Context: an optimization exercise on an open-source flow, tuned for small area. The choices shown serve that exercise and are no tape-out recipe. Function was checked by simulation only, so behaviour that the tests miss may differ from the original. Power figures rest on the tool's default switching activity, not on a simulated workload.

==> job 7293 <==
Design odu_count_gen_fifo, start of the top module:
module odu_count_gen_fifo(
    input           clk,
    input           rst,
    input           enable_chid,
    input           type_chid,
    input           fifo_read_enable,
    output          fifo_empty,
    output [394:0]  fifo_data_out,
    output [383:0]  data_chid,
    output          data_valid_chid
    );
export LEC_CHECK = 0
export CAP_MARGIN = 20
export CORE_MARGIN = 2
export CORE_UTILIZATION = 40
export PLACE_DENSITY = 0.6
export SLEW_MARGIN = 20
create_clock -name core_clock -period 6.0 [get_ports {clk}]
standard.sh (not shown) runs the stock make flow with config.mk's settings and CLKGATE_MAP_FILE= SYNTH_SCRIPT=/design/flow/synth_recipe.tcl, a recipe that flattens the netlist after the stock synthesis.
==> flow/flow/run.sh <==
#!/bin/bash
cp standard.sh standard_sh_copy.txt
export BUFFER_PORTS_ARGS="-buffer_cell sky130_fd_sc_hd__buf_1"
bash standard.sh > standard_flow.log 2>&1
==> inputs of job 1066, as changes to job 7293 <==
--- a/flow/design.v
+++ b/flow/design.v
@@ -145,17 +145,17 @@
     assign p1_zero = osu_valid ? (gen_count <= 2'd1) : (gen_count == 2'd0);
     assign p2_zero = osu_valid ? (gen_count <= 2'd2) : (gen_count <= 2'd1);
 endmodule
 `timescale 1ns / 1ps
 module odu_gen_data(
         input           clk,
         input           rst,
         input           enable,
-        output [30:0]   word_out,
+        output [29:0]   word_out,
         output          valid_gen_out,
         output [1:0]    mfas_out        
         );
     localparam [3:0]
         STATE_IDLE          = 4'd0,
         STATE_OSU_WAIT      = 4'd1,
         STATE_OVERHEAR_ROW1 = 4'd2,
         STATE_PAYLOAD_ROW1  = 4'd3,
@@ -166,17 +166,17 @@
         STATE_OVERHEAR_ROW3 = 4'd8,
         STATE_PAYLOAD_ROW3  = 4'd9,
         STATE_END_ROW3      = 4'd10;
     reg [3:0]   state_reg;
     reg [6:0]   osu_count_reg;
     reg         osu_gen_enable_reg;
     reg         valid_gen_out_reg;
     reg [3:0]   odu_row_count_reg;
-    reg [30:0]  word_reg;
+    reg [29:0]  word_reg;
     wire [7:0]  p1_base, p2_base;
     wire        p1_hdr, p1_zero, p2_hdr, p2_zero;
     osu_gen_data osu_gen_data_instance(
         .clk     (clk),
         .rst     (rst),
         .enable  (osu_gen_enable_reg & enable),
         .p1_base (p1_base),
         .p1_hdr  (p1_hdr),
@@ -197,17 +197,17 @@
     endfunction
     wire [9:0] p1c1 = pchunk(p1_base, p1_hdr, p1_zero, 2'd1);
     wire [9:0] p1c2 = pchunk(p1_base, p1_hdr, p1_zero, 2'd2);
     wire [9:0] p2c0 = pchunk(p2_base, p2_hdr, p2_zero, 2'd0);
     wire [9:0] p2c1 = pchunk(p2_base, p2_hdr, p2_zero, 2'd1);
     wire [9:0] p2c2 = pchunk(p2_base, p2_hdr, p2_zero, 2'd2);
     wire [9:0] hdr  = {2'd3, 4'd0, odu_row_count_reg};
     wire [9:0] stuf = {2'd3, 8'd0};
-    reg [30:0] word_next;
+    reg [29:0] word_next;
     reg [3:0]  state_next;
     reg [6:0]  osu_count_next;
     reg        osu_gen_enable_next;
     reg        valid_next;
     reg [3:0]  row_next;
     always @* begin
         state_next          = state_reg;
         osu_count_next      = osu_count_reg;
@@ -217,90 +217,90 @@
         word_next           = word_reg;
         case (state_reg)
             STATE_IDLE: begin
                 state_next          = STATE_OSU_WAIT;
                 osu_gen_enable_next = 1'b1;
                 osu_count_next      = 7'd0;
                 valid_next          = 1'b0;
                 row_next            = 4'd0;
-                word_next           = {1'b1, 30'd0};
+                word_next           = {2'd0, 2'd3, 26'd0};
             end
             STATE_OSU_WAIT: begin
                 state_next = STATE_OVERHEAR_ROW1;
                 valid_next = 1'b0;
             end
             STATE_OVERHEAR_ROW1: begin
                 state_next     = STATE_PAYLOAD_ROW1;
                 osu_count_next = osu_count_reg + 7'd1;
                 row_next       = odu_row_count_reg + 4'd1;
-                word_next      = {1'b0, hdr[9:8], p1c2[9:8], p1c1[9:8], hdr[7:0], p1c2[7:0], p1c1[7:0]};
+                word_next      = {hdr[9:8], p1c2[9:8], p1c1[9:8], hdr[7:0], p1c2[7:0], p1c1[7:0]};
             end
             STATE_PAYLOAD_ROW1: begin
                 osu_count_next = osu_count_reg + 7'd1;
-                word_next      = {1'b0, p2c0[9:8], p1c2[9:8], p1c1[9:8], p2c0[7:0], p1c2[7:0], p1c1[7:0]};
+                word_next      = {p2c0[9:8], p1c2[9:8], p1c1[9:8], p2c0[7:0], p1c2[7:0], p1c1[7:0]};
                 if (osu_count_reg == 7'd78) state_next = STATE_END_ROW1;
             end
             STATE_END_ROW1: begin
                 osu_count_next = 7'd0;
                 state_next     = STATE_OVERHEAR_ROW2;
-                word_next      = {1'b0, p2c0[9:8], p1c2[9:8], stuf[9:8], p2c0[7:0], p1c2[7:0], stuf[7:0]};
+                word_next      = {p2c0[9:8], p1c2[9:8], stuf[9:8], p2c0[7:0], p1c2[7:0], stuf[7:0]};
             end
             STATE_OVERHEAR_ROW2: begin
                 state_next     = STATE_PAYLOAD_ROW2;
                 osu_count_next = osu_count_reg + 7'd1;
                 row_next       = odu_row_count_reg + 4'd1;
-                word_next      = {1'b0, hdr[9:8], p2c1[9:8], p2c0[9:8], hdr[7:0], p2c1[7:0], p2c0[7:0]};
+                word_next      = {hdr[9:8], p2c1[9:8], p2c0[9:8], hdr[7:0], p2c1[7:0], p2c0[7:0]};
             end
             STATE_PAYLOAD_ROW2: begin
                 osu_count_next = osu_count_reg + 7'd1;
-                word_next      = {1'b0, p2c2[9:8], p2c1[9:8], p2c0[9:8], p2c2[7:0], p2c1[7:0], p2c0[7:0]};
+                word_next      = {p2c2[9:8], p2c1[9:8], p2c0[9:8], p2c2[7:0], p2c1[7:0], p2c0[7:0]};
                 if (osu_count_reg == 7'd78) begin
                     state_next          = STATE_END_ROW2;
                     osu_gen_enable_next = 1'b1;
                 end
                 if (osu_count_reg == 7'd77)
                     osu_gen_enable_next = 1'b0;
             end
             STATE_END_ROW2: begin
                 osu_gen_enable_next = 1'b1;
                 osu_count_next      = 7'd0;
                 state_next          = STATE_OVERHEAR_ROW3;
-                word_next           = {1'b0, p1c2[9:8], p1c1[9:8], stuf[9:8], p1c2[7:0], p1c1[7:0], stuf[7:0]};
+                word_next           = {p1c2[9:8], p1c1[9:8], stuf[9:8], p1c2[7:0], p1c1[7:0], stuf[7:0]};
             end
             STATE_OVERHEAR_ROW3: begin
                 state_next     = STATE_PAYLOAD_ROW3;
                 osu_count_next = osu_count_reg + 7'd1;
                 row_next       = odu_row_count_reg + 4'd1;
-                word_next      = {1'b0, hdr[9:8], p2c0[9:8], p1c2[9:8], hdr[7:0], p2c0[7:0], p1c2[7:0]};
+                word_next      = {hdr[9:8], p2c0[9:8], p1c2[9:8], hdr[7:0], p2c0[7:0], p1c2[7:0]};
             end
             STATE_PAYLOAD_ROW3: begin
                 osu_gen_enable_next = 1'b1;
                 osu_count_next      = osu_count_reg + 7'd1;
-                word_next           = {1'b0, p2c1[9:8], p2c0[9:8], p1c2[9:8], p2c1[7:0], p2c0[7:0], p1c2[7:0]};
+                word_next           = {p2c1[9:8], p2c0[9:8], p1c2[9:8], p2c1[7:0], p2c0[7:0], p1c2[7:0]};
                 if (osu_count_reg == 7'd78) begin
                     state_next          = STATE_END_ROW3;
                     osu_gen_enable_next = 1'b0;
                 end
             end
             STATE_END_ROW3: begin
                 osu_gen_enable_next = 1'b1;
                 osu_count_next      = 7'd0;
                 state_next          = STATE_OVERHEAR_ROW1;
-                word_next           = {1'b0, p2c1[9:8], p2c0[9:8], stuf[9:8], p2c1[7:0], p2c0[7:0], stuf[7:0]};
+                word_next           = {p2c1[9:8], p2c0[9:8], stuf[9:8], p2c1[7:0], p2c0[7:0], stuf[7:0]};
             end
             default: begin
                 state_next = STATE_IDLE;
                 valid_next = valid_gen_out_reg;
             end
         endcase
     end
     always @(posedge clk) begin
         if (rst) begin
-            word_reg           <= 31'd0;
+            word_reg           <= 30'd0;
             valid_gen_out_reg  <= 1'b0;
             state_reg          <= STATE_IDLE;
             osu_count_reg      <= 7'd0;
             osu_gen_enable_reg <= 1'b0;
             odu_row_count_reg  <= 4'd0;
         end else if (enable) begin
             word_reg           <= word_next;
             valid_gen_out_reg  <= valid_next;
@@ -311,24 +311,24 @@
         end else
             valid_gen_out_reg  <= 1'b0;
     end
     wire [3:0] row_sub_1 = odu_row_count_reg - 4'd1;
     assign mfas_out      = {row_sub_1[3], ~row_sub_1[3] & row_sub_1[2]};
     assign word_out      = word_reg;
     assign valid_gen_out = valid_gen_out_reg;
 endmodule
-module odu_word_decode(
-        input  [30:0]  word,
+module odu_word_decode #(parameter HAS_ONES = 1) (
+        input  [29:0]  word,
         output [383:0] data,
         output         frame_start,
         output         row_start
         );
-    wire       ones = word[30];
     wire [1:0] m2 = word[29:28], m1 = word[27:26], m0 = word[25:24];
+    wire       ones = HAS_ONES ? (m1 == 2'd3) : 1'b0;
     odu_chunk_decode #(.KIND(2)) chunk2 (
         .b(word[23:16]), .ones(ones), .en_lo(m2[0] ^ m2[1]), .en_hi(m2[0] & ~m2[1]),
         .spec(m2[0] & m2[1]), .d(data[383:256]));
     odu_chunk_decode #(.KIND(0)) chunk1 (
         .b(word[15:8]), .ones(ones), .en_lo(m1[0] ^ m1[1]), .en_hi(m1[0] & ~m1[1]),
         .spec(1'b0), .d(data[255:128]));
     odu_chunk_decode #(.KIND(1)) chunk0 (
         .b(word[7:0]), .ones(ones), .en_lo(m0[0] ^ m0[1]), .en_hi(m0[0] & ~m0[1]),
@@ -360,17 +360,17 @@
         input integer j;
         input integer p;
         reg   [3:0] n;
         reg   [7:0] mf;
         begin
             if (KIND == 1)
                 cbit = (p == 0 || p == 3 || p == 4 || p == 7);
             else if (KIND == 2) begin
-                n  = {1'b0, bb[1] & bb[0], bb[1] ^ bb[0], ~bb[0]};
+                n  = {bb[1] & bb[0], bb[1] ^ bb[0], ~bb[0]};
                 mf = {bb[3], bb[2], {6{bb[3] & bb[2]}}};
                 if (j == 1)
                     cbit = (~bb[1] & ~bb[0]) ? mf[p] : n[p % 4];
                 else
                     cbit = n[p % 4];
             end else
                 cbit = 1'b0;
         end
@@ -430,20 +430,20 @@
     input           type_chid,
     input           fifo_read_enable,
     output          fifo_empty,
     output [394:0]  fifo_data_out,
     output [383:0]  data_chid,
     output          data_valid_chid
     );
     wire         enable_gen_data;
-    wire [30:0]  word;
+    wire [29:0]  word;
     wire         valid;
     wire [1:0]   mfas;
-    wire [33:0]  fifo_entry;        
+    wire [31:0]  fifo_entry;        
     wire         empty;
     odu_count_reg odu_count_reg_instance(
         .clk             (clk),
         .rst             (rst),
         .enable_chid     (enable_chid),
         .chid_type       (type_chid),
         .enable_gen_data (enable_gen_data)
     );
@@ -451,41 +451,41 @@
         .clk           (clk),
         .rst           (rst),
         .enable        (enable_gen_data),
         .word_out      (word),
         .valid_gen_out (valid),
         .mfas_out      (mfas)
     );
     fifo_syn_depth8 #(
-        .DATA_WIDTH(34),
+        .DATA_WIDTH(32),
         .ADDR_WIDTH(1)
         )
     fifo_syn_depth8_instace (
         .clk    (clk),
         .reset  (rst),
         .w_en   (valid),
         .r_en   (fifo_read_enable & ~empty),
-        .w_data ({valid, mfas, word}),
+        .w_data ({mfas, word}),
         .empty  (empty),
         .full   (),
         .r_data (fifo_entry)
         );
     wire fifo_frame_start, fifo_row_start;
     odu_word_decode data_decode(
         .word        (word),
         .data        (data_chid),
         .frame_start (),
         .row_start   ()
     );
-    odu_word_decode fifo_decode(
-        .word        (fifo_entry[30:0]),
+    odu_word_decode #(.HAS_ONES(0)) fifo_decode(
+        .word        (fifo_entry[29:0]),
         .data        (fifo_data_out[393:10]),
         .frame_start (fifo_frame_start),
         .row_start   (fifo_row_start)
     );
-    assign fifo_data_out[394]   = fifo_entry[33];
+    assign fifo_data_out[394]   = |fifo_entry[29:24];
     assign fifo_data_out[9]     = fifo_frame_start;
     assign fifo_data_out[8]     = fifo_row_start;
-    assign fifo_data_out[7:0]   = {fifo_entry[32:31], 6'd0};
+    assign fifo_data_out[7:0]   = {fifo_entry[31:30], 6'd0};
     assign fifo_empty           = empty;
     assign data_valid_chid      = valid;
 endmodule
==> flow/flow/run.sh (replaced) <==
#!/bin/bash
# The standard flow with two changes:
#  - after the standard synthesis, the combinational cells are re-mapped for
#    area (remap.sh); the flip-flops are left exactly as synthesis made them;
#  - the port buffers use the smallest buffer cell (sky130_fd_sc_hd__buf_1).
set -euo pipefail
export BUFFER_PORTS_ARGS="-buffer_cell sky130_fd_sc_hd__buf_1"
RES=orfs/results/${FLOW_PLATFORM:-sky130hd}/odu_count_gen_fifo/base
bash standard.sh synth > log_1_standard_synth.txt 2>&1
cp $RES/1_2_yosys.v 1_2_yosys_standard.v
bash flow/remap.sh 1_2_yosys_standard.v 1_2_yosys_remap.v log_2_remap_yosys.txt
cp 1_2_yosys_remap.v $RES/1_2_yosys.v
touch $RES/1_2_yosys.v
bash standard.sh > log_3_standard_finish.txt 2>&1
==> flow/flow/remap.sh (new file) <==
#!/bin/bash
# remap.sh IN.v OUT.v LOG
# Re-maps the combinational cells of the standard synthesis netlist IN.v for
# area with ABC's area mapper, keeping every flip-flop instance (name, cell
# type, connections and the names of the nets its Q pin drives) unchanged.
set -euo pipefail
IN=$1; OUT=$2; LOG=$3
FLOW=${FLOW_HOME:-/OpenROAD-flow-scripts/flow}
LIB=$FLOW/platforms/sky130hd/lib/sky130_fd_sc_hd__tt_025C_1v80.lib
YOSYS=$(command -v yosys || echo /OpenROAD-flow-scripts/tools/install/yosys/bin/yosys)
SEQ=$(grep -o 'sky130_fd_sc_hd__[a-z0-9_]*' $IN | sort -u | grep -E '__(e?s?df|dl|sdl|edf)' | tr '\n' ' ')
DU=""
for c in $(grep -o 'sky130_fd_sc_hd__\(lpflow_[a-z0-9_]*\|probe[a-z_0-9]*\)' $LIB | sort -u); do DU="$DU -dont_use $c"; done
A="strash;dch,-f;amap;topo"
cat > ${OUT%.v}.ys <<EOY
read_liberty -ignore_miss_func $LIB
read_verilog $IN
hierarchy -top odu_count_gen_fifo
blackbox $SEQ
flatten
rename -hide w:_*_.*
opt_clean
stat -liberty $LIB
abc -liberty $LIB $DU -script +$A;$A;$A;$A
read_liberty -lib -overwrite $LIB
splitnets
opt_clean -purge
hilomap -singleton -hicell sky130_fd_sc_hd__conb_1 HI -locell sky130_fd_sc_hd__conb_1 LO
insbuf -buf sky130_fd_sc_hd__buf_4 A X
check -assert
stat -liberty $LIB
write_verilog -noattr -nohex -nodec $OUT
EOY
$YOSYS -s ${OUT%.v}.ys > $LOG 2>&1
==> flow/config.mk (replaced) <==
export PLATFORM = sky130hd
export DESIGN_NAME = odu_count_gen_fifo
export DESIGN_NICKNAME = odu_count_gen_fifo
export VERILOG_FILES = /design/flow/design.v
export SDC_FILE = /design/flow/constraint.sdc
export NUM_CORES = 4
export LEC_CHECK = 0
export ABC_AREA = 1
export CAP_MARGIN = 20
export CORE_AREA = 4 4 276 276
export DIE_AREA = 0 0 280 280
export PLACE_DENSITY = 0.6
export SLEW_MARGIN = 20
==> notes <==
Of job 1066 and job 7293, job 7293 has the higher via count (gap about 10%, measured against job 7293).
Against job 1066, the final area of job 7293 is larger by 25%.
Between job 7293 and job 1066, the lower clock skew is in job 7293 (gap 0.00074 ns).
Clock-buffer cell count: job 7293 is lower than job 1066 (2).
Of job 7293 and job 1066, job 7293 has the higher routed wire length (gap 4.3%, measured against job 1066).
In job 1066 the utilization is lower than in job 7293, by 21 points.
In job 7293 the flip-flop and latch count is higher than in job 1066, by 5.
Against job 7293, the combinational power of job 1066 is lower by about 2%.
Between job 7293 and job 1066, the lower fmax is in job 1066 (gap about 8%, measured against job 1066).
Critical path depth is the same in job 1066 and job 7293.
==> figures <==
                                                                                   job 7293                                    job 1066
Met2 routing resource usage after global routing                                      0.515                                       0.354
CP endpoint                                                              fifo_data_out[284]                              data_chid[318]
Register fraction of the total cell area                                              0.162                                       0.196
Proportion of layout cells with a drive suffix above 1                               0.0522                                      0.0375
Area overhead of the layout relative to synthesis                                     12.1%                                       23.8%
Worst slew slack as a fraction of its limit                                           0.191                                       0.241
Detailed route wirelength on metal2                                                42000 um                                    42500 um
Cell area after layout                                                           22900 um^2                                  18200 um^2
Signal buf overhead                                                                   0.152                                       0.189
GRT Overall Usage                                                                     0.347                                       0.221
Internal power component                                                          0.00289 W                                   0.00258 W
Endpoint of the most critical register-to-register path  odu_gen_data_instance.word_reg[15]  odu_count_reg_instance.value_count_reg[16]
Logic pwr share                                                                       0.587                                       0.600
Timing-limited maximum frequency                                                    186 MHz                                     173 MHz
Half-perimeter wire length after detailed placement                                76100 um                                    76000 um
Number of vias in the routed layout                                                   22700                                       20300
First-pass GRT wire length                                                        138000 um                                   130000 um
Run status                                                          complete, no violations                     complete, no violations
Die area                                                                         52800 um^2                                  78400 um^2
Overall routed net length                                                          97500 um                                    93500 um
Syn avg cell area                                                                 7.12 um^2                                   6.49 um^2

[afterwards: timing with drivers on the ports]
The flow's constraints put no driver on any port. The routed layouts listed below were extracted and timed again, unchanged, in two steps. Step 1 assumes that a clkbuf_16 drives the clock port and a buf_2 every other input. Step 2 adds t to the input delays and takes it off the output delays; t is the mean of the earliest and latest rising clock arrival at the registers after step 1. Input paths then give back, and output paths get back, about the clock's delay inside the block. a / b / c = no drivers / after step 1 / after step 2; a / b = the first two.
run | t, ns | setup slack, ns | hold WS [ns] | worst setup path after step 2 | clock arrival spread, ns
job 7293 | 0.483 | 0.638 / 0.586 / 1.069 | 0.468 / 0.468 / 0.468 | register to output | 0.014 / 0.013
job 1066 | 0.483 | 0.218 / 0.171 / 0.590 | 0.461 / 0.461 / 0.461 | input to register | 0.014 / 0.014
After both steps every run listed still meets setup and hold.
